What follows belongs to an exercise in optimizing a design on an open flow for small area, a short achievable clock period and few clock cycles; a production flow would make more cautious choices.
RTL that was checked went through simulation tests only; none was proved equivalent to the original.
Power figures rest on the tool's default switching activity, not on a simulated workload.

==> flow/design.v <==
module L1_cache
(
	input clk,
	input rst,
	input [31:0] mem_address, mem_wdata,
	input logic mem_read, mem_write,
	input [3:0] mem_byte_enable,
	output [31:0] mem_rdata,
	output logic mem_resp,
	input logic pmem_resp,
	input [255:0] pmem_rdata,
	output pmem_read, pmem_write,
	output logic [31:0] pmem_address,
	output [255:0] pmem_wdata
);
logic [255:0] line;
logic [26:0] tag;
logic valid, dirty;
logic [7:0] wsel;      
logic [3:0] wbe;       
logic [31:0] rdata_q;  
logic [3:0] s, o;
wire req     = mem_read | mem_write;
wire cidle   = ~(s[3] | s[1] | s[0]);
wire hit     = valid & (tag == mem_address[31:5]);
wire st_done = s[1] & (|wbe);       
function automatic logic [3:0] next(input logic [3:0] q, input logic rq,
	input logic ht, input logic dn, input logic pr);
	logic rd, wr, rs, pd, cidle, miss, rd_start;
	{rd, wr, rs, pd} = q;
	cidle = ~(rd | rs | pd);
	miss = cidle & rq & ~ht;
	rd_start = (miss & ~dn) | (pd & wr & pr);
	next[3] = rd ? ~pr : rd_start;
	next[2] = wr ? ~pr : ((~rd | pr) & dn);
	next[1] = (cidle & rq & ht) | (rd & pr);
	next[0] = pd ? ~(wr & pr) : (miss & dn);
endfunction
wire st_hit  = cidle & mem_write & (|mem_byte_enable) & hit;
wire st_fill = s[3] & pmem_resp & (|wbe);
wire dirty_n = st_done | st_hit | st_fill | (dirty & ~(s[2] & pmem_resp));
always_ff @(posedge clk) begin
	if (rst) begin
		s <= 4'b0;
		o <= 4'b0;
		valid <= 1'b0;
		dirty <= 1'b0;
	end else begin
		s <= next(s, req, hit, dirty_n, pmem_resp);
		o <= next(o, req, hit, dirty_n, pmem_resp);
		dirty <= dirty_n;
		if (s[3] & pmem_resp) valid <= 1'b1;
		else if (cidle & ~req & ~dirty_n) valid <= 1'b0;
	end
end
assign pmem_read    = o[3];
assign pmem_write   = o[2];
assign mem_resp     = o[1];
assign pmem_address = {tag, 5'b0};
assign pmem_wdata   = line;
assign mem_rdata    = rdata_q;
always_ff @(posedge clk) begin
	if (cidle) begin
		for (int w = 0; w < 8; w++)
			wsel[w] <= (mem_address[4:2] == 3'(w));
		wbe <= mem_write ? mem_byte_enable : 4'b0;
	end
	if ((cidle & ~dirty_n) | (s[0] & s[2] & pmem_resp))
		tag <= mem_address[31:5];
end
logic [255:0] line_d;
always_comb begin
	for (int k = 0; k < 32; k++) begin
		logic m, f, h;
		m = wsel[k / 4] & wbe[k % 4] & (s[3] | s[1]);
		f = s[3] & ~m;
		h = ~s[3] & ~m;
		line_d[8*k +: 8] = ({8{m}} & mem_wdata[8*(k%4) +: 8])
		                 | ({8{f}} & pmem_rdata[8*k +: 8])
		                 | ({8{h}} & line[8*k +: 8]);
	end
end
always_ff @(posedge clk)
	line <= line_d;
logic [7:0] rsel;
logic [31:0] rdata_d;
always_comb begin
	for (int w = 0; w < 8; w++)
		rsel[w] = cidle ? (mem_address[4:2] == 3'(w)) : wsel[w];
	rdata_d = '0;
	for (int w = 0; w < 8; w++)
		rdata_d = rdata_d | ({32{rsel[w]}} & line_d[32*w +: 32]);
end
always_ff @(posedge clk)
	rdata_q <= rdata_d;
endmodule
export LEC_CHECK = 0
export ABC_AREA = 1
export CAP_MARGIN = 20
export CORE_AREA = 4 4 226 226
export DIE_AREA = 0 0 230 230
export PLACE_DENSITY = 0.6
export SLEW_MARGIN = 20
create_clock -name core_clock -period 10.0 [get_ports {clk}]
standard.sh (not shown) runs the stock make flow with config.mk's settings and CLKGATE_MAP_FILE= SYNTH_SCRIPT=/design/flow/synth_recipe.tcl, a recipe that flattens the netlist after the stock synthesis.
==> flow/flow/run.sh <==
#!/bin/bash
# Standard layout, with plain buffers on the ports, a clock tree without
# dummy loads and timing repair aimed at a larger setup margin. The whole
# ORFS output goes to standard_flow.log.
set -euo pipefail
bash standard.sh "BUFFER_PORTS_ARGS=-buffer_cell sky130_fd_sc_hd__buf_1" \
  "CTS_ARGS=-sink_clustering_enable -repair_clock_nets -dont_use_dummy_load -buf_list sky130_fd_sc_hd__clkbuf_8 -root_buf sky130_fd_sc_hd__clkbuf_16 -sink_clustering_size 16 -sink_clustering_max_diameter 60" \
  SETUP_SLACK_MARGIN=6.9 finish > standard_flow.log 2>&1
Testbench counts at the start, summed over its fixed seeds: cycles 134,489.
Rerun with:
--- a/flow/design.v
+++ b/flow/design.v
@@ -32,13 +32,11 @@
 	miss = cidle & rq & ~ht;
 	rd_start = (miss & ~dn) | (pd & wr & pr);
 	next[3] = rd ? ~pr : rd_start;
-	next[2] = wr ? ~pr : ((~rd | pr) & dn);
+	next[2] = wr ? ~pr : (~rd & dn);
 	next[1] = (cidle & rq & ht) | (rd & pr);
 	next[0] = pd ? ~(wr & pr) : (miss & dn);
 endfunction
-wire st_hit  = cidle & mem_write & (|mem_byte_enable) & hit;
-wire st_fill = s[3] & pmem_resp & (|wbe);
-wire dirty_n = st_done | st_hit | st_fill | (dirty & ~(s[2] & pmem_resp));
+wire dirty_n = st_done | (dirty & ~(s[2] & pmem_resp));
 always_ff @(posedge clk) begin
 	if (rst) begin
 		s <= 4'b0;
The changed run finished clean.
Clock-buffer cell count came out lower by 1.
Clock skew came out lower by 9.4 ps.
Synthesized area came out higher by a few percent.
Wire length came out lower slightly.
Power came out lower by a quarter to a third.
Die area is unchanged.
Worst hold slack gains 13 ps.
First-iteration DRC count came out higher slightly.
Worst setup slack loses 18 ps.
Fmax came out lower slightly.
Only the layout flow was run in the second run of this note; the RTL was not checked for function there.

* * *

// L1_cache: RTL as listed in full above, without the edits since
Settings: LEC_CHECK=0, ABC_AREA=1, CAP_MARGIN=20, CORE_AREA=4 4 226 226, DIE_AREA=0 0 230 230, PLACE_DENSITY=0.6, SLEW_MARGIN=20; clock period 10.0 ns.
==> flow/flow/run.sh <==
#!/bin/bash
# Standard layout, with plain buffers on the ports, a clock tree without
# dummy loads and timing repair aimed at a larger setup margin. The whole
# ORFS output goes to standard_flow.log.
set -euo pipefail
bash standard.sh "BUFFER_PORTS_ARGS=-buffer_cell sky130_fd_sc_hd__buf_1" \
  "CTS_ARGS=-sink_clustering_enable -repair_clock_nets -dont_use_dummy_load -buf_list sky130_fd_sc_hd__clkbuf_16 -root_buf sky130_fd_sc_hd__clkbuf_16 -sink_clustering_size 24 -sink_clustering_max_diameter 120 -distance_between_buffers 400" \
  SETUP_SLACK_MARGIN=6.9 finish > standard_flow.log 2>&1
Testbench counts at the start, summed over its fixed seeds: cycles 134,489.
Rerun with:
--- a/flow/design.v
+++ b/flow/design.v
@@ -29,19 +29,17 @@
 	logic rd, wr, rs, pd, cidle, miss, rd_start;
 	{rd, wr, rs, pd} = q;
 	cidle = ~(rd | rs | pd);
 	miss = cidle & rq & ~ht;
 	rd_start = (miss & ~dn) | (pd & wr & pr);
 	next[3] = rd ? ~pr : rd_start;
-	next[2] = wr ? ~pr : ((~rd | pr) & dn);
+	next[2] = wr ? ~pr : (~rd & dn);
 	next[1] = (cidle & rq & ht) | (rd & pr);
 	next[0] = pd ? ~(wr & pr) : (miss & dn);
 endfunction
-wire st_hit  = cidle & mem_write & (|mem_byte_enable) & hit;
-wire st_fill = s[3] & pmem_resp & (|wbe);
-wire dirty_n = st_done | st_hit | st_fill | (dirty & ~(s[2] & pmem_resp));
+wire dirty_n = st_done | (dirty & ~(s[2] & pmem_resp));
 always_ff @(posedge clk) begin
 	if (rst) begin
 		s <= 4'b0;
 		o <= 4'b0;
 		valid <= 1'b0;
 		dirty <= 1'b0;
- The changed run finished clean
- clock-buffer cell count does not change
- power goes down by 25%
- die area is unchanged
- cell count goes up by 7.1%
- final area goes up by 1.1%
- fmax goes up by 0.80%
- clock skew goes down by 0.019 ns
- synthesized cell count goes up by 14%
- worst setup slack improved by 0.025 ns
- via count goes up by 2.0%
Only the layout flow was run in the second run of this note; the RTL was not checked for function there.

* * *

Starts from the design.v that is shown in full above.
==> flow/config.mk <==
export PLATFORM = sky130hd
export DESIGN_NAME = L1_cache
export DESIGN_NICKNAME = L1_cache
export VERILOG_FILES = /design/flow/design.v
export SDC_FILE = /design/flow/constraint.sdc
export NUM_CORES = 4
export LEC_CHECK = 0
export ABC_AREA = 1
export CAP_MARGIN = 5
export CORE_AREA = 4 4 181 181
export DIE_AREA = 0 0 185 185
export PLACE_DENSITY = 0.75
export SLEW_MARGIN = 5
==> flow/constraint.sdc <==
create_clock -name core_clock -period 10.0 [get_ports {clk}]
set_input_delay 2.0000 -clock core_clock [delete_from_list [all_inputs] [get_ports {clk}]]
set_output_delay 2.0000 -clock core_clock [all_outputs]
set_load 0.01 [all_outputs]
==> flow/flow/run.sh <==
#!/bin/bash
# Standard layout, with plain buffers on the ports, closer port pins, a
# clock tree without dummy loads and timing repair aimed at a larger setup
# margin. The whole ORFS output goes to standard_flow.log.
set -euo pipefail
bash standard.sh "BUFFER_PORTS_ARGS=-buffer_cell sky130_fd_sc_hd__buf_1" \
  "CTS_ARGS=-sink_clustering_enable -repair_clock_nets -dont_use_dummy_load -buf_list sky130_fd_sc_hd__clkbuf_8 -root_buf sky130_fd_sc_hd__clkbuf_16 -sink_clustering_size 16 -sink_clustering_max_diameter 60" \
  "PLACE_PINS_ARGS=-min_distance 1 -min_distance_in_tracks" \
  SETUP_SLACK_MARGIN=6.9 finish > standard_flow.log 2>&1
The baseline finished with timing, DRC and antenna clean.
Testbench counts at the start, summed over its fixed seeds: cycles 134,489.
Next try:
--- a/flow/design.v
+++ b/flow/design.v
@@ -84,11 +84,11 @@
 	line <= line_d;
 logic [7:0] rsel;
 logic [31:0] rdata_d;
 always_comb begin
 	for (int w = 0; w < 8; w++)
-		rsel[w] = cidle ? (mem_address[4:2] == 3'(w)) : wsel[w];
+		rsel[w] = (mem_address[4:2] == 3'(w));
 	rdata_d = '0;
 	for (int w = 0; w < 8; w++)
 		rdata_d = rdata_d | ({32{rsel[w]}} & line_d[32*w +: 32]);
 end
 always_ff @(posedge clk)
The new run finished with timing, DRC and antenna clean.
Count of clock-buffer cells in the layout went down by 1.
Routed wire length rose slightly.
Via count rose slightly.
Clock power is lower by a few percent.
Die area is unchanged.
Design area climbs slightly.
Total power went down slightly.
Synthesized area rose slightly.
Global-route usage came out higher by 0.51 points.
Setup slack degrades by 0.028 ns.
Function not checked in the second run of this note: the RTL went through the layout flow alone.

* * *

## rev 12
L1_cache, a different RTL version from the one above (not shown whole).
Size in the first run: ~2,200 cells after synthesis, about 340 flip-flops, ~650 I/O pins, roughly 0.015 mm^2 of cells after synthesis.
==> module L1_cache, before the edit <==
module L1_cache
(
	input clk,
	input rst,
	input [31:0] mem_address, mem_wdata,
	input logic mem_read, mem_write,
	input [3:0] mem_byte_enable,
	output [31:0] mem_rdata,
	output logic mem_resp,
	input logic pmem_resp,
	input [255:0] pmem_rdata,
	output pmem_read, pmem_write,
	output logic [31:0] pmem_address,
	output [255:0] pmem_wdata
);
logic [255:0] line;
logic [26:0] tag;
logic valid, dirty;
logic [7:0] wsel;      
logic [3:0] wbe;       
logic [31:0] rdata_q;  
logic [3:0] s, o;
wire req     = mem_read | mem_write;
wire hit     = valid & (tag == mem_address[31:5]);
wire st_done = s[1] & (|wbe);       
function automatic logic [3:0] next(input logic [3:0] q, input logic rq,
	input logic ht, input logic dn, input logic pr);
	logic rd, wr, rs, pd, cidle, miss, rd_start;
	{rd, wr, rs, pd} = q;
	cidle = ~(rd | rs | pd);
	miss = cidle & rq & ~ht;
	rd_start = (miss & ~dn) | (pd & wr & pr);
	next[3] = rd ? ~pr : rd_start;
	next[2] = wr ? ~pr : (~rd & dn);
	next[1] = (cidle & rq & ht) | (rd & pr);
	next[0] = pd ? ~(wr & pr) : (miss & dn);
endfunction
wire dirty_n = st_done | (dirty & ~(s[2] & pmem_resp));
always_ff @(posedge clk) begin
	if (rst) begin
		s <= 4'b0;
		o <= 4'b0;
		valid <= 1'b0;
		dirty <= 1'b0;
	end else begin
		s <= next(s, req, hit, dirty_n, pmem_resp);
		o <= next(o, req, hit, dirty_n, pmem_resp);
		dirty <= dirty_n;
		if (s[3] & pmem_resp) valid <= 1'b1;
	end
end
assign pmem_read    = o[3];
assign pmem_write   = o[2];
assign mem_resp     = o[1];
assign pmem_address = {tag, 5'b0};
assign pmem_wdata   = line;
assign mem_rdata    = rdata_q;
wire cidle = ~(s[3] | s[1] | s[0]);
always_ff @(posedge clk) begin
	if (cidle) begin
		for (int w = 0; w < 8; w++)
			wsel[w] <= (mem_address[4:2] == 3'(w));
		wbe <= mem_write ? mem_byte_enable : 4'b0;
	end
	if ((cidle & req & ~dirty_n) | (s[0] & s[2] & pmem_resp))
		tag <= mem_address[31:5];
end
logic [255:0] line_d;
always_comb begin
	for (int k = 0; k < 32; k++) begin
		logic m, f, h;
		m = wsel[k / 4] & wbe[k % 4] & (s[3] | s[1]);
		f = s[3] & ~m;
		h = ~s[3] & ~m;
		line_d[8*k +: 8] = ({8{m}} & mem_wdata[8*(k%4) +: 8])
		                 | ({8{f}} & pmem_rdata[8*k +: 8])
		                 | ({8{h}} & line[8*k +: 8]);
	end
end
always_ff @(posedge clk)
	line <= line_d;
logic [7:0] rsel;
logic [31:0] rdata_d;
always_comb begin
	for (int w = 0; w < 8; w++)
		rsel[w] = cidle ? (mem_address[4:2] == 3'(w)) : wsel[w];
	rdata_d = '0;
	for (int w = 0; w < 8; w++)
		rdata_d = rdata_d | ({32{rsel[w]}} & line_d[32*w +: 32]);
end
always_ff @(posedge clk)
	rdata_q <= rdata_d;
endmodule
==> flow/config.mk <==
export PLATFORM = sky130hd
export DESIGN_NAME = L1_cache
export DESIGN_NICKNAME = L1_cache
export VERILOG_FILES = /design/flow/design.v
export SDC_FILE = /design/flow/constraint.sdc
export NUM_CORES = 4
export LEC_CHECK = 0
export ABC_AREA = 1
export CAP_MARGIN = 20
export CORE_AREA = 4 4 226 226
export DIE_AREA = 0 0 230 230
export PLACE_DENSITY = 0.6
export SLEW_MARGIN = 20
==> flow/constraint.sdc <==
create_clock -name core_clock -period 10.0 [get_ports {clk}]
set_input_delay 2.0000 -clock core_clock [delete_from_list [all_inputs] [get_ports {clk}]]
set_output_delay 2.0000 -clock core_clock [all_outputs]
set_load 0.01 [all_outputs]
==> flow/flow/run.sh <==
#!/bin/bash
# Standard layout, with plain buffers on the ports and timing repair aimed at
# a larger setup margin. The whole ORFS output goes to standard_flow.log.
set -euo pipefail
bash standard.sh "BUFFER_PORTS_ARGS=-buffer_cell sky130_fd_sc_hd__buf_1" SETUP_SLACK_MARGIN=6.9 finish > standard_flow.log 2>&1
Testbench counts of rev 12, summed over its fixed seeds: cycles 139,757.
Inputs modified between rev 12 and rev 13:
--- a/flow/design.v
+++ b/flow/design.v
@@ -18,12 +18,13 @@
 logic valid, dirty;
 logic [7:0] wsel;      
 logic [3:0] wbe;       
 logic [31:0] rdata_q;  
 logic [3:0] s, o;
 wire req     = mem_read | mem_write;
+wire cidle   = ~(s[3] | s[1] | s[0]);
 wire hit     = valid & (tag == mem_address[31:5]);
 wire st_done = s[1] & (|wbe);       
 function automatic logic [3:0] next(input logic [3:0] q, input logic rq,
 	input logic ht, input logic dn, input logic pr);
 	logic rd, wr, rs, pd, cidle, miss, rd_start;
 	{rd, wr, rs, pd} = q;
@@ -44,28 +45,28 @@
 		dirty <= 1'b0;
 	end else begin
 		s <= next(s, req, hit, dirty_n, pmem_resp);
 		o <= next(o, req, hit, dirty_n, pmem_resp);
 		dirty <= dirty_n;
 		if (s[3] & pmem_resp) valid <= 1'b1;
+		else if (cidle & ~req & ~dirty_n) valid <= 1'b0;
 	end
 end
 assign pmem_read    = o[3];
 assign pmem_write   = o[2];
 assign mem_resp     = o[1];
 assign pmem_address = {tag, 5'b0};
 assign pmem_wdata   = line;
 assign mem_rdata    = rdata_q;
-wire cidle = ~(s[3] | s[1] | s[0]);
 always_ff @(posedge clk) begin
 	if (cidle) begin
 		for (int w = 0; w < 8; w++)
 			wsel[w] <= (mem_address[4:2] == 3'(w));
 		wbe <= mem_write ? mem_byte_enable : 4'b0;
 	end
-	if ((cidle & req & ~dirty_n) | (s[0] & s[2] & pmem_resp))
+	if ((cidle & ~dirty_n) | (s[0] & s[2] & pmem_resp))
 		tag <= mem_address[31:5];
 end
 logic [255:0] line_d;
 always_comb begin
 	for (int k = 0; k < 32; k++) begin
 		logic m, f, h;
Results
Higher layout overhead on the synthesized area was reported by rev 13, not rev 12.
As far as footprint of the flip-flops and latches is concerned, rev 12 and rev 13 perform about the same.
Looking at relative max-transition margin, rev 13 sits 9.4 points above rev 12.
Portion of the layout cell area used by clock cells delta for rev 13 relative to rev 12: 1.7 points higher
Looking at final critical-path setup slack, rev 13 sits 16 ps below rev 12.
Global-route usage of rev 12 is on par with rev 13.
Relative to rev 12, the mean instance size in the synthesized netlist of rev 13 is lower by 0.13 um^2.
Function not checked in rev 13: the RTL went through the layout flow alone.

-- static timing again, ports no longer ideal --
How much do the figures lean on ideal ports? The routed layouts below were timed once more, with nothing changed but the port constraints. Step 1 assumes that a clkbuf_16 drives the clock port and a buf_2 every other input. Step 2 times the ports against the registers' clock, not the clock port: input delays grow and output delays shrink by t, the midpoint of the rising clock arrivals with the driver on. Slacks: no drivers / after step 1 / after step 2; pairs: no drivers / after step 1.
| run | t, ns | setup slack, ns | worst setup path after step 2 | clock arrival spread, ns | cell pins on the clock port's net |
|---|---|---|---|---|---|
| the first run of note 1 | 0.564 | 6.888 / 6.834 / 6.336 | input to register | 0.060 / 0.060 | 1 |
| the second run of note 1 | 0.566 | 6.870 / 6.812 / 6.351 | input to register | 0.057 / 0.057 | 1 |
| the first run of note 2 | 0.563 | 6.861 / 6.808 / 6.371 | input to register | 0.068 / 0.068 | 1 |
| the second run of note 2 | 0.577 | 6.886 / 6.829 / 6.402 | input to register | 0.048 / 0.048 | 1 |
| the first run of note 3 | 0.573 | 6.863 / 6.812 / 6.335 | input to register | 0.073 / 0.073 | 1 |
| the second run of note 3 | 0.565 | 6.836 / 6.792 / 6.291 | input to register | 0.045 / 0.045 | 1 |
| rev 12 | 0.596 | 6.895 / 6.837 / 6.360 | input to register | 0.018 / 0.018 | 1 |
| rev 13 | 0.601 | 6.879 / 6.821 / 6.301 | input to register | 0.024 / 0.025 | 1 |
After both steps every run listed still meets setup and hold. The setup slack of rev 13, which loses most, moves by -0.058 ns with the drivers and by -0.578 ns with both steps.
